Background: an optimization exercise with open tools, aiming at small area and a short achievable clock period. Do not read the settings as production practice.
No functional check of the RTL was part of any run shown here.
Power and IR drop assume default switching activity.

## flow/design.v (module list and top-level ports; edited modules follow where they fit)
// module fused_multiply_add: 845 lines
// module fma_fa: 4 lines
// module fma_ha: 4 lines
// module fma_gc: 3 lines
// module fma_gpc: 4 lines
// module fma_benc: 5 lines
// module fma_bsel: 3 lines
module fused_multiply_add
(
     input                                   clk
   , input                                   rst
   , input                                   cntrl_load
   , input        [31:0]                     cntrl_init
   , input                                   pass
   , input        [15:0]                     m
   , input        [15:0]                     x
   , input        [15:0]                     c
   , output logic                            y_valid_r
   , output logic [31:0]                     y_w
);
  // ...
==> flow/flow/run.sh <==
#!/bin/bash
# The standard layout (standard.sh), with two changes:
#  - synthesis maps logic with ABC's &nf mapper (flow/abc_map.script) in place of
#    ORFS's abc_area.script, which maps XOR-heavy logic to NAND2 trees;
#  - the port buffers are plain buf_2 cells instead of the default choice.
set -u
WORK=$(pwd)
rm -rf "$WORK/scripts"
cp -r "$FLOW_HOME/scripts" "$WORK/scripts"
cp "$WORK/flow/abc_map.script" "$WORK/scripts/abc_area.script"
export SCRIPTS_DIR="$WORK/scripts"
export BUFFER_PORTS_ARGS="-buffer_cell sky130_fd_sc_hd__buf_2"
bash standard.sh > standard.log 2>&1
==> flow/flow/abc_map.script <==
strash
&get -n
&fraig -x
&put
scorr
dc2
dretime
strash
&get -n
&dch -f
&nf {D}
&put
==> flow/standard.sh <==
#!/bin/bash
# synth_recipe.tcl (not shown) runs the flow's synth.tcl, then flattens the netlist and writes it again
# the make line also repeats each setting of config.mk as NAME=value (left out here)
make -C /OpenROAD-flow-scripts/flow DESIGN_CONFIG=/design/flow/config.mk WORK_HOME=/design/flow/orfs CLKGATE_MAP_FILE= SYNTH_SCRIPT=/design/flow/synth_recipe.tcl "${@:-finish}"
==> flow/config.mk <==
export PLATFORM = sky130hd
export DESIGN_NAME = fused_multiply_add
export DESIGN_NICKNAME = fused_multiply_add
export VERILOG_FILES = /design/flow/design.v
export SDC_FILE = /design/flow/constraint.sdc
export NUM_CORES = 4
export LEC_CHECK = 0
export ABC_AREA = 1
export CAP_MARGIN = 20
export CORE_MARGIN = 2
export CORE_UTILIZATION = 40
export CTS_BUF_LIST = sky130_fd_sc_hd__clkbuf_8
export SETUP_SLACK_MARGIN = 2.8
export SLEW_MARGIN = 20
export SYNTH_HIERARCHICAL = 1
export SYNTH_MINIMUM_KEEP_SIZE = 0
==> flow/constraint.sdc <==
create_clock -name core_clock -period 8.0 [get_ports {clk}]
set_input_delay 1.6000 -clock core_clock [delete_from_list [all_inputs] [get_ports {clk}]]
set_output_delay 1.6000 -clock core_clock [all_outputs]
set_load 0.01 [all_outputs]
==> results by group, run 1 <==
Status
  – Outcome: no timing/DRC/antenna violations

Yosys
  – Compound-Gate Fraction of Synth Area: 16.4%
  – Ys async rst share: 0%
  – Unique masters post-synth: 21
  – Cell Area, Synth: 10300 um2
  – Post-synthesis simple-gate area fraction: 8.58%
  – Area contributors post-synth: fa_1 (36%), dfxtp_1 (14%), xnor2_1 (11%)
  – Yosys top cell by area: fa_1
  – Synth Instances: 940

Place
  – Port Buffers: 116
  – Placed cell areas: 11300 um2
  – Placed Cells: 1395
  – Detailed-placement wirelength estimate: 20.7 mm
  – Worst slack, placed: 2.13 ns

Flow run
  – Max cap viols: 0

Floorplan
  – # Taps: 330
  – Die Ht: 165 um

Critical path
  – Crit-path most repeated cell: fa_1
  – Req. time, crit path: 8.27 ns
  – Crit path kind: in2reg
  – Worst R2R Path Depth: 8
  – Max FO, Critical Path: 43

Layout
  – Synth-to-layout area growth: 13.4%
  – Max FFs per register: 32
  – Ratio of cells with drive above 1 in the final layout: 14.2%
  – Leading cell kind: multi-input combinational cells
  – Nonclk buf count: 119
  – Clock-cell share: 2.06%
  – Commonest non-fill, non-tap cell in the layout: fa_1

Power and ir drop
  – Maximum VDD drop: 0.391 mV
  – Top Consumer: combinational logic
  – Total power: 0.00575 W
  – Gate power share: 81.5%
  – Sequential Power Share: 12.3%

Drt
  – DR vias: 7490
  – Vias per inst: 5.29
  – DRC: 0

Hold path
  – Hold crit path type: reg2reg

CTS
  – Clock root buffer: clkbuf_8
  – CTS H-tree lvls: 3

STA
  – Hold Vio Cnt, Final: 0
  – # setup viols final: 0
  – Hold WS: 0.860 ns

Global routing
  – GRT Util Overall: 20.3%
  – First-pass GRT wire length: 42.3 mm
==> inputs of run 2 (changes only) <==
--- a/flow/design.v
+++ b/flow/design.v
@@ -12,19 +12,19 @@
    , output logic [31:0]                     y_w
 );
   logic [31:0] ys_r, yc_r;
-  logic [25:14] yt_r;
+  logic [25:12] yt_r;
   wire        opnd_en = pass;
   wire [15:0] cg = {16{opnd_en}} & c;
-  wire [15:0] xg = x;
+  wire [15:0] xg = {16{opnd_en}} & x;
   wire [16:-1] xe = {1'b0, xg, 1'b0};
   wire [15:-1] me = {m, 1'b0};
   wire [1:0] one0_d, two0_d, neg0_d;
-  assign one0_d[0] = pass & (me[0] ^ 1'b0);
-  assign two0_d[0] = pass & ((me[1] & ~me[0] & ~1'b0) | (~me[1] & me[0] & 1'b0));
-  assign neg0_d[0] = pass & me[1];
-  assign one0_d[1] = pass & (me[0] ^ 1'b0);
-  assign two0_d[1] = pass & ((me[1] & ~me[0] & ~1'b0) | (~me[1] & me[0] & 1'b0));
-  assign neg0_d[1] = pass & me[1];
+  assign one0_d[0] = (me[0] ^ 1'b0);
+  assign two0_d[0] = ((me[1] & ~me[0] & ~1'b0) | (~me[1] & me[0] & 1'b0));
+  assign neg0_d[0] = me[1];
+  assign one0_d[1] = (me[0] ^ 1'b0);
+  assign two0_d[1] = ((me[1] & ~me[0] & ~1'b0) | (~me[1] & me[0] & 1'b0));
+  assign neg0_d[1] = me[1];
   wire neg0 = neg0_d[0];
   wire [16:0] pp0;
   assign pp0[0] = (one0_d[0] & xe[0]) ^ neg0_d[0];
@@ -45,8 +45,8 @@
   fma_bsel u_b0_15 (.one(one0_d[1]), .two(two0_d[1]), .neg(neg0_d[1]), .xa(xe[15]), .xb(xe[14]), .p(pp0[15]));
   assign pp0[16] = (two0_d[1] & xe[15]) ^ neg0_d[1];
   wire [1:0] one1_d, two1_d, neg1_d;
-  fma_benc u_e1_0 (.en(pass), .b2(me[3]), .b1(me[2]), .b0(me[1]), .one(one1_d[0]), .two(two1_d[0]), .neg(neg1_d[0]));
-  fma_benc u_e1_1 (.en(pass), .b2(me[3]), .b1(me[2]), .b0(me[1]), .one(one1_d[1]), .two(two1_d[1]), .neg(neg1_d[1]));
+  fma_benc1 u_e1_0 (.b2(me[3]), .b1(me[2]), .b0(me[1]), .one(one1_d[0]), .two(two1_d[0]), .neg(neg1_d[0]));
+  fma_benc1 u_e1_1 (.b2(me[3]), .b1(me[2]), .b0(me[1]), .one(one1_d[1]), .two(two1_d[1]), .neg(neg1_d[1]));
   wire neg1 = neg1_d[0];
   wire [16:0] pp1;
   assign pp1[0] = (one1_d[0] & xe[0]) ^ neg1_d[0];
@@ -67,8 +67,8 @@
   fma_bsel u_b1_15 (.one(one1_d[1]), .two(two1_d[1]), .neg(neg1_d[1]), .xa(xe[15]), .xb(xe[14]), .p(pp1[15]));
   assign pp1[16] = (two1_d[1] & xe[15]) ^ neg1_d[1];
   wire [1:0] one2_d, two2_d, neg2_d;
-  fma_benc u_e2_0 (.en(pass), .b2(me[5]), .b1(me[4]), .b0(me[3]), .one(one2_d[0]), .two(two2_d[0]), .neg(neg2_d[0]));
-  fma_benc u_e2_1 (.en(pass), .b2(me[5]), .b1(me[4]), .b0(me[3]), .one(one2_d[1]), .two(two2_d[1]), .neg(neg2_d[1]));
+  fma_benc1 u_e2_0 (.b2(me[5]), .b1(me[4]), .b0(me[3]), .one(one2_d[0]), .two(two2_d[0]), .neg(neg2_d[0]));
+  fma_benc1 u_e2_1 (.b2(me[5]), .b1(me[4]), .b0(me[3]), .one(one2_d[1]), .two(two2_d[1]), .neg(neg2_d[1]));
   wire neg2 = neg2_d[0];
   wire [16:0] pp2;
   assign pp2[0] = (one2_d[0] & xe[0]) ^ neg2_d[0];
@@ -89,8 +89,8 @@
   fma_bsel u_b2_15 (.one(one2_d[1]), .two(two2_d[1]), .neg(neg2_d[1]), .xa(xe[15]), .xb(xe[14]), .p(pp2[15]));
   assign pp2[16] = (two2_d[1] & xe[15]) ^ neg2_d[1];
   wire [1:0] one3_d, two3_d, neg3_d;
-  fma_benc u_e3_0 (.en(pass), .b2(me[7]), .b1(me[6]), .b0(me[5]), .one(one3_d[0]), .two(two3_d[0]), .neg(neg3_d[0]));
-  fma_benc u_e3_1 (.en(pass), .b2(me[7]), .b1(me[6]), .b0(me[5]), .one(one3_d[1]), .two(two3_d[1]), .neg(neg3_d[1]));
+  fma_benc1 u_e3_0 (.b2(me[7]), .b1(me[6]), .b0(me[5]), .one(one3_d[0]), .two(two3_d[0]), .neg(neg3_d[0]));
+  fma_benc1 u_e3_1 (.b2(me[7]), .b1(me[6]), .b0(me[5]), .one(one3_d[1]), .two(two3_d[1]), .neg(neg3_d[1]));
   wire neg3 = neg3_d[0];
   wire [16:0] pp3;
   assign pp3[0] = (one3_d[0] & xe[0]) ^ neg3_d[0];
@@ -111,8 +111,8 @@
   fma_bsel u_b3_15 (.one(one3_d[1]), .two(two3_d[1]), .neg(neg3_d[1]), .xa(xe[15]), .xb(xe[14]), .p(pp3[15]));
   assign pp3[16] = (two3_d[1] & xe[15]) ^ neg3_d[1];
   wire [1:0] one4_d, two4_d, neg4_d;
-  fma_benc u_e4_0 (.en(pass), .b2(me[9]), .b1(me[8]), .b0(me[7]), .one(one4_d[0]), .two(two4_d[0]), .neg(neg4_d[0]));
-  fma_benc u_e4_1 (.en(pass), .b2(me[9]), .b1(me[8]), .b0(me[7]), .one(one4_d[1]), .two(two4_d[1]), .neg(neg4_d[1]));
+  fma_benc1 u_e4_0 (.b2(me[9]), .b1(me[8]), .b0(me[7]), .one(one4_d[0]), .two(two4_d[0]), .neg(neg4_d[0]));
+  fma_benc1 u_e4_1 (.b2(me[9]), .b1(me[8]), .b0(me[7]), .one(one4_d[1]), .two(two4_d[1]), .neg(neg4_d[1]));
   wire neg4 = neg4_d[0];
   wire [16:0] pp4;
   assign pp4[0] = (one4_d[0] & xe[0]) ^ neg4_d[0];
@@ -133,8 +133,8 @@
   fma_bsel u_b4_15 (.one(one4_d[1]), .two(two4_d[1]), .neg(neg4_d[1]), .xa(xe[15]), .xb(xe[14]), .p(pp4[15]));
   assign pp4[16] = (two4_d[1] & xe[15]) ^ neg4_d[1];
   wire [1:0] one5_d, two5_d, neg5_d;
-  fma_benc u_e5_0 (.en(pass), .b2(me[11]), .b1(me[10]), .b0(me[9]), .one(one5_d[0]), .two(two5_d[0]), .neg(neg5_d[0]));
-  fma_benc u_e5_1 (.en(pass), .b2(me[11]), .b1(me[10]), .b0(me[9]), .one(one5_d[1]), .two(two5_d[1]), .neg(neg5_d[1]));
+  fma_benc1 u_e5_0 (.b2(me[11]), .b1(me[10]), .b0(me[9]), .one(one5_d[0]), .two(two5_d[0]), .neg(neg5_d[0]));
+  fma_benc1 u_e5_1 (.b2(me[11]), .b1(me[10]), .b0(me[9]), .one(one5_d[1]), .two(two5_d[1]), .neg(neg5_d[1]));
   wire neg5 = neg5_d[0];
   wire [16:0] pp5;
   assign pp5[0] = (one5_d[0] & xe[0]) ^ neg5_d[0];
@@ -155,8 +155,8 @@
   fma_bsel u_b5_15 (.one(one5_d[1]), .two(two5_d[1]), .neg(neg5_d[1]), .xa(xe[15]), .xb(xe[14]), .p(pp5[15]));
   assign pp5[16] = (two5_d[1] & xe[15]) ^ neg5_d[1];
   wire [1:0] one6_d, two6_d, neg6_d;
-  fma_benc u_e6_0 (.en(pass), .b2(me[13]), .b1(me[12]), .b0(me[11]), .one(one6_d[0]), .two(two6_d[0]), .neg(neg6_d[0]));
-  fma_benc u_e6_1 (.en(pass), .b2(me[13]), .b1(me[12]), .b0(me[11]), .one(one6_d[1]), .two(two6_d[1]), .neg(neg6_d[1]));
+  fma_benc1 u_e6_0 (.b2(me[13]), .b1(me[12]), .b0(me[11]), .one(one6_d[0]), .two(two6_d[0]), .neg(neg6_d[0]));
+  fma_benc1 u_e6_1 (.b2(me[13]), .b1(me[12]), .b0(me[11]), .one(one6_d[1]), .two(two6_d[1]), .neg(neg6_d[1]));
   wire neg6 = neg6_d[0];
   wire [16:0] pp6;
   assign pp6[0] = (one6_d[0] & xe[0]) ^ neg6_d[0];
@@ -177,8 +177,8 @@
   fma_bsel u_b6_15 (.one(one6_d[1]), .two(two6_d[1]), .neg(neg6_d[1]), .xa(xe[15]), .xb(xe[14]), .p(pp6[15]));
   assign pp6[16] = (two6_d[1] & xe[15]) ^ neg6_d[1];
   wire [1:0] one7_d, two7_d, neg7_d;
-  fma_benc u_e7_0 (.en(pass), .b2(me[15]), .b1(me[14]), .b0(me[13]), .one(one7_d[0]), .two(two7_d[0]), .neg(neg7_d[0]));
-  fma_benc u_e7_1 (.en(pass), .b2(me[15]), .b1(me[14]), .b0(me[13]), .one(one7_d[1]), .two(two7_d[1]), .neg(neg7_d[1]));
+  fma_benc1 u_e7_0 (.b2(me[15]), .b1(me[14]), .b0(me[13]), .one(one7_d[0]), .two(two7_d[0]), .neg(neg7_d[0]));
+  fma_benc1 u_e7_1 (.b2(me[15]), .b1(me[14]), .b0(me[13]), .one(one7_d[1]), .two(two7_d[1]), .neg(neg7_d[1]));
   wire neg7 = neg7_d[0];
   wire [16:0] pp7;
   assign pp7[0] = (one7_d[0] & xe[0]) ^ neg7_d[0];
@@ -200,12 +200,12 @@
   assign pp7[16] = (two7_d[1] & xe[15]) ^ neg7_d[1];
   wire s1, c2;
   fma_fa u_s1 (.a(ys_r[0]), .b(yc_r[0]), .ci(neg0), .s(s1), .co(c2));
-  wire s3, c4;
-  fma_fa u_s3 (.a(cg[0]), .b(pp0[0]), .ci(s1), .s(s3), .co(c4));
+  wire s3 = cg[0] ^ pp0[0];
+  wire c4 = cg[0] & pp0[0];
   wire s5, c6;
   fma_fa u_s5 (.a(ys_r[1]), .b(yc_r[1]), .ci(cg[1]), .s(s5), .co(c6));
   wire s7, c8;
-  fma_fa u_s7 (.a(pp0[1]), .b(c2), .ci(s5), .s(s7), .co(c8));
+  fma_fa u_s7 (.a(pp0[1]), .b(c2), .ci(c4), .s(s7), .co(c8));
   wire s9, c10;
   fma_fa u_s9 (.a(ys_r[2]), .b(yc_r[2]), .ci(neg1), .s(s9), .co(c10));
   wire s11, c12;
@@ -307,55 +307,55 @@
   wire s107, c108;
   fma_fa u_s107 (.a(s103), .b(c92), .ci(s105), .s(s107), .co(c108));
   wire s109, c110;
-  fma_fa u_s109 (.a(ys_r[12]), .b(yc_r[12]), .ci(neg6), .s(s109), .co(c110));
+  fma_fa u_s109 (.a(ys_r[12]), .b(yc_r[12]), .ci(yt_r[12]), .s(s109), .co(c110));
   wire s111, c112;
-  fma_fa u_s111 (.a(cg[12]), .b(pp0[12]), .ci(pp1[10]), .s(s111), .co(c112));
+  fma_fa u_s111 (.a(s109), .b(neg6), .ci(cg[12]), .s(s111), .co(c112));
   wire s113, c114;
-  fma_fa u_s113 (.a(pp2[8]), .b(pp3[6]), .ci(pp4[4]), .s(s113), .co(c114));
+  fma_fa u_s113 (.a(pp0[12]), .b(pp1[10]), .ci(pp2[8]), .s(s113), .co(c114));
   wire s115, c116;
-  fma_fa u_s115 (.a(pp5[2]), .b(pp6[0]), .ci(s109), .s(s115), .co(c116));
+  fma_fa u_s115 (.a(pp3[6]), .b(pp4[4]), .ci(pp5[2]), .s(s115), .co(c116));
   wire s117, c118;
-  fma_fa u_s117 (.a(c96), .b(c98), .ci(c100), .s(s117), .co(c118));
+  fma_fa u_s117 (.a(pp6[0]), .b(c96), .ci(s111), .s(s117), .co(c118));
   wire s119, c120;
-  fma_fa u_s119 (.a(s111), .b(s113), .ci(s115), .s(s119), .co(c120));
+  fma_fa u_s119 (.a(c98), .b(c100), .ci(s113), .s(s119), .co(c120));
   wire s121, c122;
-  fma_fa u_s121 (.a(c102), .b(c104), .ci(s117), .s(s121), .co(c122));
+  fma_fa u_s121 (.a(s115), .b(s117), .ci(c102), .s(s121), .co(c122));
   wire s123, c124;
-  fma_fa u_s123 (.a(s119), .b(c106), .ci(s121), .s(s123), .co(c124));
+  fma_fa u_s123 (.a(c104), .b(s119), .ci(c106), .s(s123), .co(c124));
   wire s125, c126;
-  fma_fa u_s125 (.a(ys_r[13]), .b(yc_r[13]), .ci(cg[13]), .s(s125), .co(c126));
+  fma_fa u_s125 (.a(ys_r[13]), .b(yc_r[13]), .ci(yt_r[13]), .s(s125), .co(c126));
   wire s127, c128;
-  fma_fa u_s127 (.a(pp0[13]), .b(pp1[11]), .ci(pp2[9]), .s(s127), .co(c128));
+  fma_fa u_s127 (.a(c110), .b(s125), .ci(cg[13]), .s(s127), .co(c128));
   wire s129, c130;
-  fma_fa u_s129 (.a(pp3[7]), .b(pp4[5]), .ci(pp5[3]), .s(s129), .co(c130));
+  fma_fa u_s129 (.a(pp0[13]), .b(pp1[11]), .ci(pp2[9]), .s(s129), .co(c130));
   wire s131, c132;
-  fma_fa u_s131 (.a(pp6[1]), .b(c110), .ci(s125), .s(s131), .co(c132));
+  fma_fa u_s131 (.a(pp3[7]), .b(pp4[5]), .ci(pp5[3]), .s(s131), .co(c132));
   wire s133, c134;
-  fma_fa u_s133 (.a(c112), .b(c114), .ci(s127), .s(s133), .co(c134));
+  fma_fa u_s133 (.a(pp6[1]), .b(c112), .ci(s127), .s(s133), .co(c134));
   wire s135, c136;
-  fma_fa u_s135 (.a(s129), .b(c116), .ci(s131), .s(s135), .co(c136));
+  fma_fa u_s135 (.a(c114), .b(c116), .ci(s129), .s(s135), .co(c136));
   wire s137, c138;
-  fma_fa u_s137 (.a(c118), .b(s133), .ci(c120), .s(s137), .co(c138));
+  fma_fa u_s137 (.a(s131), .b(c118), .ci(s133), .s(s137), .co(c138));
   wire s139, c140;
-  fma_fa u_s139 (.a(s135), .b(c122), .ci(s137), .s(s139), .co(c140));
+  fma_fa u_s139 (.a(c120), .b(s135), .ci(s137), .s(s139), .co(c140));
   wire s141, c142;
   fma_fa u_s141 (.a(ys_r[14]), .b(yc_r[14]), .ci(yt_r[14]), .s(s141), .co(c142));
   wire s143, c144;
-  fma_fa u_s143 (.a(s141), .b(neg7), .ci(cg[14]), .s(s143), .co(c144));
+  fma_fa u_s143 (.a(c126), .b(s141), .ci(neg7), .s(s143), .co(c144));
   wire s145, c146;
-  fma_fa u_s145 (.a(pp0[14]), .b(pp1[12]), .ci(pp2[10]), .s(s145), .co(c146));
+  fma_fa u_s145 (.a(cg[14]), .b(pp0[14]), .ci(pp1[12]), .s(s145), .co(c146));
   wire s147, c148;
-  fma_fa u_s147 (.a(pp3[8]), .b(pp4[6]), .ci(pp5[4]), .s(s147), .co(c148));
+  fma_fa u_s147 (.a(pp2[10]), .b(pp3[8]), .ci(pp4[6]), .s(s147), .co(c148));
   wire s149, c150;
-  fma_fa u_s149 (.a(pp6[2]), .b(pp7[0]), .ci(c126), .s(s149), .co(c150));
+  fma_fa u_s149 (.a(pp5[4]), .b(pp6[2]), .ci(pp7[0]), .s(s149), .co(c150));
   wire s151, c152;
   fma_fa u_s151 (.a(s143), .b(c128), .ci(c130), .s(s151), .co(c152));
   wire s153, c154;
-  fma_fa u_s153 (.a(s145), .b(s147), .ci(c132), .s(s153), .co(c154));
+  fma_fa u_s153 (.a(c132), .b(s145), .ci(s147), .s(s153), .co(c154));
   wire s155, c156;
-  fma_fa u_s155 (.a(s149), .b(c134), .ci(s151), .s(s155), .co(c156));
+  fma_fa u_s155 (.a(s149), .b(c134), .ci(c136), .s(s155), .co(c156));
   wire s157, c158;
-  fma_fa u_s157 (.a(c136), .b(s153), .ci(s155), .s(s157), .co(c158));
+  fma_fa u_s157 (.a(s151), .b(s153), .ci(c138), .s(s157), .co(c158));
   wire s159, c160;
   fma_fa u_s159 (.a(ys_r[15]), .b(yc_r[15]), .ci(yt_r[15]), .s(s159), .co(c160));
   wire s161, c162;
@@ -369,11 +369,11 @@
   wire s169, c170;
   fma_fa u_s169 (.a(s161), .b(c146), .ci(c148), .s(s169), .co(c170));
   wire s171, c172;
-  fma_fa u_s171 (.a(s163), .b(s165), .ci(c150), .s(s171), .co(c172));
+  fma_fa u_s171 (.a(c150), .b(s163), .ci(s165), .s(s171), .co(c172));
   wire s173, c174;
-  fma_fa u_s173 (.a(s167), .b(c152), .ci(s169), .s(s173), .co(c174));
+  fma_fa u_s173 (.a(s167), .b(c152), .ci(c154), .s(s173), .co(c174));
   wire s175, c176;
-  fma_fa u_s175 (.a(c154), .b(s171), .ci(c156), .s(s175), .co(c176));
+  fma_fa u_s175 (.a(s169), .b(s171), .ci(c156), .s(s175), .co(c176));
   wire s177, c178;
   fma_fa u_s177 (.a(ys_r[16]), .b(yc_r[16]), .ci(yt_r[16]), .s(s177), .co(c178));
   wire s179, c180;
@@ -385,11 +385,11 @@
   wire s185, c186;
   fma_fa u_s185 (.a(pp7[2]), .b(c162), .ci(c164), .s(s185), .co(c186));
   wire s187, c188;
-  fma_fa u_s187 (.a(c166), .b(s179), .ci(s181), .s(s187), .co(c188));
+  fma_fa u_s187 (.a(c166), .b(c168), .ci(s179), .s(s187), .co(c188));
   wire s189, c190;
-  fma_fa u_s189 (.a(s183), .b(c168), .ci(c170), .s(s189), .co(c190));
+  fma_fa u_s189 (.a(s181), .b(s183), .ci(c170), .s(s189), .co(c190));
   wire s191, c192;
-  fma_fa u_s191 (.a(s185), .b(s187), .ci(c172), .s(s191), .co(c192));
+  fma_fa u_s191 (.a(c172), .b(s185), .ci(s187), .s(s191), .co(c192));
   wire s193 = c174 ^ s189;
   wire c194 = c174 & s189;
   wire s195 = 1'b1 ^ ys_r[17] ^ yc_r[17];
@@ -409,7 +409,7 @@
   wire s209, c210;
   fma_fa u_s209 (.a(c186), .b(c188), .ci(s205), .s(s209), .co(c210));
   wire s211, c212;
-  fma_fa u_s211 (.a(s207), .b(c190), .ci(s209), .s(s211), .co(c212));
+  fma_fa u_s211 (.a(s207), .b(c190), .ci(c192), .s(s211), .co(c212));
   wire s213 = 1'b1 ^ ys_r[18] ^ yc_r[18];
   wire c214 = (1'b1 & ys_r[18]) | (1'b1 & yc_r[18]) | (ys_r[18] & yc_r[18]);
   wire s215, c216;
@@ -426,8 +426,8 @@
   fma_fa u_s225 (.a(s217), .b(s219), .ci(s221), .s(s225), .co(c226));
   wire s227, c228;
   fma_fa u_s227 (.a(c206), .b(c208), .ci(s223), .s(s227), .co(c228));
-  wire s229, c230;
-  fma_fa u_s229 (.a(s225), .b(c210), .ci(s227), .s(s229), .co(c230));
+  wire s229 = s225 ^ c210;
+  wire c230 = s225 & c210;
   wire s231, c232;
   fma_fa u_s231 (.a(ys_r[19]), .b(yc_r[19]), .ci(yt_r[19]), .s(s231), .co(c232));
   wire s233, c234;
@@ -458,8 +458,8 @@
   fma_fa u_s257 (.a(c238), .b(s251), .ci(s253), .s(s257), .co(c258));
   wire s259, c260;
   fma_fa u_s259 (.a(c240), .b(c242), .ci(s255), .s(s259), .co(c260));
-  wire s261, c262;
-  fma_fa u_s261 (.a(s257), .b(c244), .ci(s259), .s(s261), .co(c262));
+  wire s261 = s257 ^ c244;
+  wire c262 = s257 & c244;
   wire s263, c264;
   fma_fa u_s263 (.a(ys_r[21]), .b(yc_r[21]), .ci(yt_r[21]), .s(s263), .co(c264));
   wire s265, c266;
@@ -486,8 +486,8 @@
   fma_fa u_s285 (.a(pp7[8]), .b(c268), .ci(c270), .s(s285), .co(c286));
   wire s287, c288;
   fma_fa u_s287 (.a(s281), .b(s283), .ci(c272), .s(s287), .co(c288));
-  wire s289, c290;
-  fma_fa u_s289 (.a(s285), .b(c274), .ci(s287), .s(s289), .co(c290));
+  wire s289 = s285 ^ c274;
+  wire c290 = s285 & c274;
   wire s291, c292;
   fma_fa u_s291 (.a(ys_r[23]), .b(yc_r[23]), .ci(yt_r[23]), .s(s291), .co(c292));
   wire s293, c294;
@@ -510,8 +510,8 @@
   fma_fa u_s309 (.a(pp5[14]), .b(pp6[12]), .ci(pp7[10]), .s(s309), .co(c310));
   wire s311, c312;
   fma_fa u_s311 (.a(c296), .b(c298), .ci(s307), .s(s311), .co(c312));
-  wire s313, c314;
-  fma_fa u_s313 (.a(s309), .b(c300), .ci(s311), .s(s313), .co(c314));
+  wire s313 = s309 ^ c300;
+  wire c314 = s309 & c300;
   wire s315, c316;
   fma_fa u_s315 (.a(ys_r[25]), .b(yc_r[25]), .ci(yt_r[25]), .s(s315), .co(c316));
   wire s317, c318;
@@ -564,14 +564,18 @@
   fma_fa u_s363 (.a(ys_r[31]), .b(yc_r[31]), .ci(c358), .s(s363), .co(c364));
   wire s365, c366;
   fma_fa u_s365 (.a(s363), .b(~neg7), .ci(c360), .s(s365), .co(c366));
-  wire [25:14] r2 = {s323, 1'b0, s301, 1'b0, s275, 1'b0, s245, 1'b0, s211, s193, s175, s157};
-  wire [31:0] r0 = {c362, c356, c350, c342, c334, c324, s321, c302, c288, c276, s273, c246, s243, c212, c192, s191, s173, c138, c124, c108, c94, c80, c68, c56, c46, c36, c28, c20, c14, c8, c4, s3};
-  wire [31:0] r1 = {s365, s361, s355, s349, s341, s333, c314, s313, c290, s289, c262, s261, c230, s229, c194, c176, c158, c140, s139, s123, s107, s93, s79, s67, s55, s45, s35, s27, s19, s13, s7, 1'b0};
+  wire [25:12] r2 = {s323, s313, s301, s289, s275, s261, s245, s229, s211, s193, s175, s157, s139, s123};
+  wire [31:0] r0 = {c362, c356, c350, c342, c334, c324, s321, s311, c288, s287, s273, s259, s243, s227, s209, s191, s173, s155, c122, s121, c94, c80, c68, c56, c46, c36, c28, c20, c14, c8, s5, s1};
+  wire [31:0] r1 = {s365, s361, s355, s349, s341, s333, c314, c302, c290, c276, c262, c246, c230, c212, c194, c176, c158, c140, c124, c108, s107, s93, s79, s67, s55, s45, s35, s27, s19, s13, s7, s3};
   always_ff @(posedge clk)
     if (rst) y_valid_r <= 1'b0;
     else     y_valid_r <= pass;
-  wire o14_0s, o14_0c;
-  fma_fa u_ofo14_0 (.a(ys_r[14]), .b(yc_r[14]), .ci(yt_r[14]), .s(o14_0s), .co(o14_0c));
+  wire o12_0s, o12_0c;
+  fma_fa u_ofo12_0 (.a(ys_r[12]), .b(yc_r[12]), .ci(yt_r[12]), .s(o12_0s), .co(o12_0c));
+  wire o13_1s, o13_1c;
+  fma_fa u_ofo13_1 (.a(ys_r[13]), .b(yc_r[13]), .ci(yt_r[13]), .s(o13_1s), .co(o13_1c));
+  wire o14_1s, o14_1c;
+  fma_fa u_ofo14_1 (.a(ys_r[14]), .b(yc_r[14]), .ci(yt_r[14]), .s(o14_1s), .co(o14_1c));
   wire o15_1s, o15_1c;
   fma_fa u_ofo15_1 (.a(ys_r[15]), .b(yc_r[15]), .ci(yt_r[15]), .s(o15_1s), .co(o15_1c));
   wire o16_1s, o16_1c;
@@ -607,8 +611,7 @@
   wire o31_0s, o31_0c;
   fma_fa u_ofo31_0 (.a(ys_r[31]), .b(yc_r[31]), .ci(oc30_1), .s(o31_0s), .co(o31_0c));
   wire [31:0] ya_g, ya_p, ya;
-  assign ya_p[0] = ys_r[0];
-  assign ya_g[0] = 1'b0;
+  fma_ha u_ya_h0 (.a(ys_r[0]), .b(yc_r[0]), .s(ya_p[0]), .co(ya_g[0]));
   fma_ha u_ya_h1 (.a(ys_r[1]), .b(yc_r[1]), .s(ya_p[1]), .co(ya_g[1]));
   fma_ha u_ya_h2 (.a(ys_r[2]), .b(yc_r[2]), .s(ya_p[2]), .co(ya_g[2]));
   fma_ha u_ya_h3 (.a(ys_r[3]), .b(yc_r[3]), .s(ya_p[3]), .co(ya_g[3]));
@@ -620,11 +623,11 @@
   fma_ha u_ya_h9 (.a(ys_r[9]), .b(yc_r[9]), .s(ya_p[9]), .co(ya_g[9]));
   fma_ha u_ya_h10 (.a(ys_r[10]), .b(yc_r[10]), .s(ya_p[10]), .co(ya_g[10]));
   fma_ha u_ya_h11 (.a(ys_r[11]), .b(yc_r[11]), .s(ya_p[11]), .co(ya_g[11]));
-  fma_ha u_ya_h12 (.a(ys_r[12]), .b(yc_r[12]), .s(ya_p[12]), .co(ya_g[12]));
-  fma_ha u_ya_h13 (.a(ys_r[13]), .b(yc_r[13]), .s(ya_p[13]), .co(ya_g[13]));
-  assign ya_p[14] = o14_0s;
-  assign ya_g[14] = 1'b0;
-  fma_ha u_ya_h15 (.a(o14_0c), .b(o15_1s), .s(ya_p[15]), .co(ya_g[15]));
+  assign ya_p[12] = o12_0s;
+  assign ya_g[12] = 1'b0;
+  fma_ha u_ya_h13 (.a(o12_0c), .b(o13_1s), .s(ya_p[13]), .co(ya_g[13]));
+  fma_ha u_ya_h14 (.a(o13_1c), .b(o14_1s), .s(ya_p[14]), .co(ya_g[14]));
+  fma_ha u_ya_h15 (.a(o14_1c), .b(o15_1s), .s(ya_p[15]), .co(ya_g[15]));
   fma_ha u_ya_h16 (.a(o15_1c), .b(o16_1s), .s(ya_p[16]), .co(ya_g[16]));
   fma_ha u_ya_h17 (.a(o16_1c), .b(o17_1s), .s(ya_p[17]), .co(ya_g[17]));
   fma_ha u_ya_h18 (.a(o17_1c), .b(o18_1s), .s(ya_p[18]), .co(ya_g[18]));
@@ -642,6 +645,8 @@
   fma_ha u_ya_h30 (.a(oc29_1), .b(os30_1), .s(ya_p[30]), .co(ya_g[30]));
   assign ya_p[31] = o31_0s;
   assign ya_g[31] = 1'b0;
+  wire ya_G1;
+  fma_gc u_ya_n1 (.gh(ya_g[1]), .ph(ya_p[1]), .gl(ya_g[0]), .g(ya_G1));
   wire ya_G2, ya_P2;
   fma_gpc u_ya_n2 (.gh(ya_g[3]), .ph(ya_p[3]), .gl(ya_g[2]), .pl(ya_p[2]), .g(ya_G2), .p(ya_P2));
   wire ya_G3, ya_P3;
@@ -652,9 +657,9 @@
   fma_gpc u_ya_n5 (.gh(ya_g[9]), .ph(ya_p[9]), .gl(ya_g[8]), .pl(ya_p[8]), .g(ya_G5), .p(ya_P5));
   wire ya_G6, ya_P6;
   fma_gpc u_ya_n6 (.gh(ya_g[11]), .ph(ya_p[11]), .gl(ya_g[10]), .pl(ya_p[10]), .g(ya_G6), .p(ya_P6));
-  wire ya_G7, ya_P7;
-  fma_gpc u_ya_n7 (.gh(ya_g[13]), .ph(ya_p[13]), .gl(ya_g[12]), .pl(ya_p[12]), .g(ya_G7), .p(ya_P7));
-  wire ya_P8 = ya_p[15] & ya_p[14];
+  wire ya_P7 = ya_p[13] & ya_p[12];
+  wire ya_G8, ya_P8;
+  fma_gpc u_ya_n8 (.gh(ya_g[15]), .ph(ya_p[15]), .gl(ya_g[14]), .pl(ya_p[14]), .g(ya_G8), .p(ya_P8));
   wire ya_G9, ya_P9;
   fma_gpc u_ya_n9 (.gh(ya_g[17]), .ph(ya_p[17]), .gl(ya_g[16]), .pl(ya_p[16]), .g(ya_G9), .p(ya_P9));
   wire ya_G10, ya_P10;
@@ -672,9 +677,9 @@
   wire ya_P16 = ya_p[31] & ya_p[30];
   wire ya_G16 = ya_p[31] & ya_g[30];
   wire ya_G17;
-  fma_gc u_ya_n17 (.gh(ya_g[2]), .ph(ya_p[2]), .gl(ya_g[1]), .g(ya_G17));
+  fma_gc u_ya_n17 (.gh(ya_g[2]), .ph(ya_p[2]), .gl(ya_G1), .g(ya_G17));
   wire ya_G18;
-  fma_gc u_ya_n18 (.gh(ya_G2), .ph(ya_P2), .gl(ya_g[1]), .g(ya_G18));
+  fma_gc u_ya_n18 (.gh(ya_G2), .ph(ya_P2), .gl(ya_G1), .g(ya_G18));
   wire ya_G19, ya_P19;
   fma_gpc u_ya_n19 (.gh(ya_g[6]), .ph(ya_p[6]), .gl(ya_G3), .pl(ya_P3), .g(ya_G19), .p(ya_P19));
   wire ya_G20, ya_P20;
@@ -683,10 +688,10 @@
   fma_gpc u_ya_n21 (.gh(ya_g[10]), .ph(ya_p[10]), .gl(ya_G5), .pl(ya_P5), .g(ya_G21), .p(ya_P21));
   wire ya_G22, ya_P22;
   fma_gpc u_ya_n22 (.gh(ya_G6), .ph(ya_P6), .gl(ya_G5), .pl(ya_P5), .g(ya_G22), .p(ya_P22));
-  wire ya_P23 = ya_p[14] & ya_P7;
-  wire ya_G23 = ya_p[14] & ya_G7;
+  wire ya_G23, ya_P23;
+  fma_gpc u_ya_n23 (.gh(ya_g[14]), .ph(ya_p[14]), .gl(ya_g[13]), .pl(ya_P7), .g(ya_G23), .p(ya_P23));
   wire ya_G24, ya_P24;
-  fma_gpc u_ya_n24 (.gh(ya_g[15]), .ph(ya_P8), .gl(ya_G7), .pl(ya_P7), .g(ya_G24), .p(ya_P24));
+  fma_gpc u_ya_n24 (.gh(ya_G8), .ph(ya_P8), .gl(ya_g[13]), .pl(ya_P7), .g(ya_G24), .p(ya_P24));
   wire ya_G25, ya_P25;
   fma_gpc u_ya_n25 (.gh(ya_g[18]), .ph(ya_p[18]), .gl(ya_G9), .pl(ya_P9), .g(ya_G25), .p(ya_P25));
   wire ya_G26, ya_P26;
@@ -711,10 +716,10 @@
   fma_gc u_ya_n35 (.gh(ya_G19), .ph(ya_P19), .gl(ya_G18), .g(ya_G35));
   wire ya_G36;
   fma_gc u_ya_n36 (.gh(ya_G20), .ph(ya_P20), .gl(ya_G18), .g(ya_G36));
-  wire ya_G37, ya_P37;
-  fma_gpc u_ya_n37 (.gh(ya_g[12]), .ph(ya_p[12]), .gl(ya_G22), .pl(ya_P22), .g(ya_G37), .p(ya_P37));
+  wire ya_P37 = ya_p[12] & ya_P22;
+  wire ya_G37 = ya_p[12] & ya_G22;
   wire ya_G38, ya_P38;
-  fma_gpc u_ya_n38 (.gh(ya_G7), .ph(ya_P7), .gl(ya_G22), .pl(ya_P22), .g(ya_G38), .p(ya_P38));
+  fma_gpc u_ya_n38 (.gh(ya_g[13]), .ph(ya_P7), .gl(ya_G22), .pl(ya_P22), .g(ya_G38), .p(ya_P38));
   wire ya_G39, ya_P39;
   fma_gpc u_ya_n39 (.gh(ya_G23), .ph(ya_P23), .gl(ya_G22), .pl(ya_P22), .g(ya_G39), .p(ya_P39));
   wire ya_G40, ya_P40;
@@ -800,8 +805,8 @@
   wire ya_G80;
   fma_gc u_ya_n80 (.gh(ya_G64), .ph(ya_P64), .gl(ya_G56), .g(ya_G80));
   assign ya[0] = ya_p[0];
-  assign ya[1] = ya_p[1];
-  assign ya[2] = ya_p[2] ^ ya_g[1];
+  assign ya[1] = ya_p[1] ^ ya_g[0];
+  assign ya[2] = ya_p[2] ^ ya_G1;
   assign ya[3] = ya_p[3] ^ ya_G17;
   assign ya[4] = ya_p[4] ^ ya_G18;
   assign ya[5] = ya_p[5] ^ ya_G33;
@@ -858,6 +863,12 @@
   assign g = gh | (ph & gl);
   assign p = ph & pl;
 endmodule
+module fma_benc1 (input b2, input b1, input b0, output one, output two, output neg);
+  wire   o = b1 ^ b0;
+  assign one = o;
+  assign two = ~o & (b2 ^ b1);
+  assign neg = b2;
+endmodule
 module fma_benc (input en, input b2, input b1, input b0, output one, output two, output neg);
   assign one = en & (b1 ^ b0);
   assign two = en & ((b2 & ~b1 & ~b0) | (~b2 & b1 & b0));
==> flow/flow/run.sh (replaced) <==
#!/bin/bash
# The standard layout (standard.sh), with two changes:
#  - synthesis maps logic with ABC's &nf mapper (flow/abc_map.script) in place of
#    ORFS's abc_area.script, which maps XOR-heavy logic to NAND2 trees;
#  - the port buffers are plain buf_1 cells instead of the default choice.
set -u
WORK=$(pwd)
rm -rf "$WORK/scripts"
cp -r "$FLOW_HOME/scripts" "$WORK/scripts"
cp "$WORK/flow/abc_map.script" "$WORK/scripts/abc_area.script"
export SCRIPTS_DIR="$WORK/scripts"
export BUFFER_PORTS_ARGS="-buffer_cell sky130_fd_sc_hd__buf_1"
bash standard.sh > standard.log 2>&1
--- a/flow/config.mk
+++ b/flow/config.mk
@@ -8,9 +8,9 @@
 export ABC_AREA = 1
 export CAP_MARGIN = 20
 export CORE_MARGIN = 2
-export CORE_UTILIZATION = 40
+export CORE_UTILIZATION = 60
 export CTS_BUF_LIST = sky130_fd_sc_hd__clkbuf_8
-export SETUP_SLACK_MARGIN = 2.8
+export SETUP_SLACK_MARGIN = 3.4
 export SLEW_MARGIN = 20
 export SYNTH_HIERARCHICAL = 1
 export SYNTH_MINIMUM_KEEP_SIZE = 0
==> results by group, run 2 <==
Status
  – Outcome: no timing/DRC/antenna violations

Critical path
  – CP top delay family: adder cells
  – Slowest stage delay, CP: 0.59 ns
  – Crit path kind: reg2out
  – Req. time, crit path: 6.40 ns (-1.87 ns)
  – Crit. End Element: output pin
  – Critical path buffers and inverters: 1
  – R2r setup slk: 4.08 ns
  – CP max stage cell: fa_1
  – Worst flop-to-flop path endpoint: ys_r[28]
  – Startpoint types: flop
  – Arrival @ worst endpoint: 2.93 ns
  – Crit-path most repeated cell: a21o_4
  – R2r startpoint: ys_r[23]
  – Worst R2R Path Depth: 8 (unchanged)
  – Crit path cell chain: fa_1, ha_4, and2_1, and2_4, a21o_4, a21o_4, a21o_1, xor2_1, buf_2
  – Max FO, Critical Path: 8 (-81%)

Yosys
  – Cell Area, Synth: 10600 um2 (+2.8%)
  – Most numerous cell in the Yosys netlist: fa_1
  – Unique masters post-synth: 16 (-24%)
  – Synth Instances: 957 (+1.8%)
  – EDFF count, synth: 0
  – Synth Register Bits: 79
  – Ys async rst share: 0% (unchanged)
  – Synth Warn #: 7
  – Commonest cells in the netlist: fa_1 (181), xnor2_1 (135), a22oi_1 (120)
  – Area contributors post-synth: fa_1 (34%), dfxtp_1 (15%), xnor2_1 (11%)
  – Top FF cell, synth: dfxtp_1
  – Sequential fraction of the synthesis area: 14.9%
  – Mean Syn Cell Area: 11.1 um2
  – Yosys top cell by area: fa_1
  – Share of the synthesized area in the top cell type: 34.2%

Global routing
  – Grt total ovfl: 0
  – First-pass GRT wire length: 40.0 mm (-5.4%)
  – Vias in the first global route: 7834
  – GRT Util Overall: 27.8% (+7.5 points)
  – M2 GR Usage: 46.9%
  – Initial antenna violation count: 0
  – Largest net degree at the start of global routing: 79
  – Met3 usage: 3.67%
  – Most used routing layer: met2
  – Grt met1 use: 37.7%

Layout
  – Design area: 11900 um2
  – ANT cells: 0
  – Nets@finish: 1401
  – Synth-to-layout area growth: 12.6%
  – Commonest non-fill, non-tap cells in the layout: fa_1 (180), xnor2_1 (135), a22oi_1 (120)
  – Post-route insts no fill: 1314
  – Biggest regs: yc_r (32), ys_r (32), yt_r (14)
  – Ratio of cells with drive above 1 in the final layout: 9.27% (-4.9 points)
  – Commonest non-fill, non-tap cell in the layout: fa_1

Hold path
  – Worst hold endpoint: ys_r[0]
  – Hold crit path type: reg2reg
  – Min-Delay Path Depth: 2
  – Min-delay src: yc_r[0]

STA
  – Rel. slew slack: 36.2%
  – Skew final: 0.00564 ns
  – Final period util: 56.6%
  – Pins Over Slew Limit: 0
  – Actual slew at the worst max-slew pin: 0.957 ns
  – Setup TNS: 0 ns
  – # setup viols final: 0 (unchanged)
  – Final worst path period need: 4.53 ns
  – Hold WS: 0.677 ns (-0.183 ns)
  – Hold Vio Cnt, Final: 0 (unchanged)
  – Max Fclk: 221 MHz
  – RSZ-0062 raised after global routing: false

Floorplan
  – Die ar.: 18700 um2
  – Die X: 137 um
  – Die Ht: 137 um (-17%)
  – Starting Density: 61.3%
  – Number of I/O pins: 117
  – Core area: 17300 um2
  – Num rows: 48

Power and ir drop
  – Power Density: 517 nW/um2
  – Leak Pwr: 4.95 nW
  – Maximum VDD drop: 0.455 mV (+16%)

CTS
  – Clock buffer count from CTS: 9
  – CTS H-tree lvls: 3 (unchanged)
  – Clock root buffer: clkbuf_8
  – Clock Tree Buf Depth: 2
  – CTS Sinks: 79
  – Clock-pin slew on the worst setup and hold paths: 0.09 ns
  – Clk Latency, worst-skew pair: 0.39 ns
  – CTS Hold Bufs: 0
  – TritonCTS clock tree: done

Place
  – Placed Cells: 1292 (-7.4%)
  – Detailed-placement wirelength estimate: 18.9 mm (-8.8%)
  – Port Buffers: 116 (unchanged)
  – RePlAce Congestion: 0.906
  – Placed cell areas: 11300 um2 (-0.47%)

Drt
  – Wire per inst: 19.1 um
  – Detail Route Antenna Nets: 0
  – DR vias: 7634 (+1.9%)
  – DR pass1 iterations: 6
  – Initial DRC Count: 660
  – DRC: 0 (unchanged)
  – Vias per inst: 5.81 (+9.8%)
  – Routed WL: 25.0 mm

Flow run
  – Max cap viols: 0 (unchanged)
[run 2: modules after synthesis, one instance, submodules excluded]
| module | cell area [um2] | flip-flops and latches | cells inside | times used |
|---|---|---|---|---|
| fma_benc1 | 32.5 | 0 | 5 | 14 |
| fma_bsel | 16.3 | 0 | 2 | 120 |
| fma_fa | 20.0 | 0 | 1 | 181 |
| fma_gc | 7.51 | 0 | 1 | 30 |
| fma_gpc | 13.8 | 0 | 2 | 43 |
| fma_ha | 12.5 | 0 | 1 | 35 |
| fused_multiply_add | 3320 | 79 | 315 | 1 |
[run 2: worst max path at each step]
stage / startpoint / endpoint / slack, ns / depth (start not counted)
after floorplan: x[9] / yc_r[11] / 3.52 / 8
after global routing: m[12] / yt_r[17] / 3.40 / 10
after detailed placement: pass / yc_r[11] / 2.37 / 10
final: ys_r[13] / y_w[31] / 3.47 / 9
after CTS: m[5] / yc_r[11] / 3.36 / 10
after global placement: pass / yc_r[11] / 2.45 / 10
[run 2: layout make-up]
| type | instances | area [um2] |
|---|---|---|
| Clock buffer | 11 | 151 |
| Clock inverter | 5 | 50.0 |
| Fill cell | 1406 | 5360 |
| Inverter | 41 | 155 |
| Multi-Input combinational cell | 823 | 9090 |
| Sequential cell | 79 | 1590 |
| Tap cell | 225 | 282 |
| Timing Repair Buffer | 130 | 621 |
[run 2: worst reg2reg max path, cell delays in order (launching register included)]
cell     delay (ns)
dfxtp_1        0.35
fa_1           0.47
fa_1           0.44
fa_1           0.42
fa_1           0.43
fa_1           0.54
fa_1           0.46
fa_1           0.42
mux2_1         0.29
[run 2: routing by layer]
| metal | part of all wire (%) | vias to the layer above |
|---|---|---|
| li1 | - | 3518 |
| met3 | 6.1 | 50 |
| met4 | 2.8 | 0 |
| met5 | 0 | - |
| met1 | 42 | 3786 |
| met2 | 50 | 280 |
[run 2: metrics by stage]
stage	setup slack, ns	util, %	total power [W]
floorplan	3.52	-	0.00438
global placement	2.45	65.2	0.00561
detailed placement	2.37	65.2	0.00571
CTS	3.36	67.6	0.00612
global route	3.40	69.0	0.00701
finish	3.47	69.0	0.00617
[run 2: timing repair]
item / in CTS / in global routing
resized for setup: 70 / 61
buffers inserted: 4 / 1
cloned: 0 / 1
pin swaps: 1 / 4
endpoints found under the setup margin: 61 / 35
[run 2: cell families (layout without fill, tap and decap cells)]
| group | Yosys count | after routing | synth area share (%) |
|---|---|---|---|
| compound gates | 222 | 223 | 15.4 |
| xor+xnor | 180 | 180 | 14.9 |
| fa+ha+maj | 233 | 233 | 40.3 |
| buf+inv | 56 | 187 | 2.51 |
| flops | 79 | 79 | 14.9 |
| mux | 32 | 32 | 3.40 |
| simple gates | 155 | 155 | 8.62 |
[run 2: where the power goes]
group	switching (W)	internal, W	total, W	leakage (nW)
registers	0.000158	0.000614	0.000772	0.662
clock network	0.000158	0.000159	0.000317	0.113
logic	0.00258	0.00250	0.00508	4.18

[static timing again, ports no longer ideal]
How much do the figures lean on ideal ports? The routed layouts below were timed once more, with nothing changed but the port constraints.
Step 1 sets driving cells, clkbuf_16 on the clock port and buf_2 on the other inputs (assumed; they add their load-dependent delay and slew).
Step 2 times the ports against the registers' clock, not the clock port: input delays grow and output delays shrink by t, the midpoint of the rising clock arrivals with the driver on.
Slacks: ideal ports / drivers / drivers and shift; pairs: ideal ports / drivers.
run	t, ns	setup WS [ns]	hold slack, ns	worst slew at a driven data input, ns
run 1	0.425	3.013 / 3.037 / 2.611	0.860 / 0.860 / 0.860	0.07
run 2	0.424	3.471 / 3.432 / 3.068	0.677 / 0.677 / 0.677	0.06
After both steps every run listed still meets setup and hold. The setup slack of run 2, which loses most, moves by -0.039 ns with the drivers and by -0.403 ns with both steps.
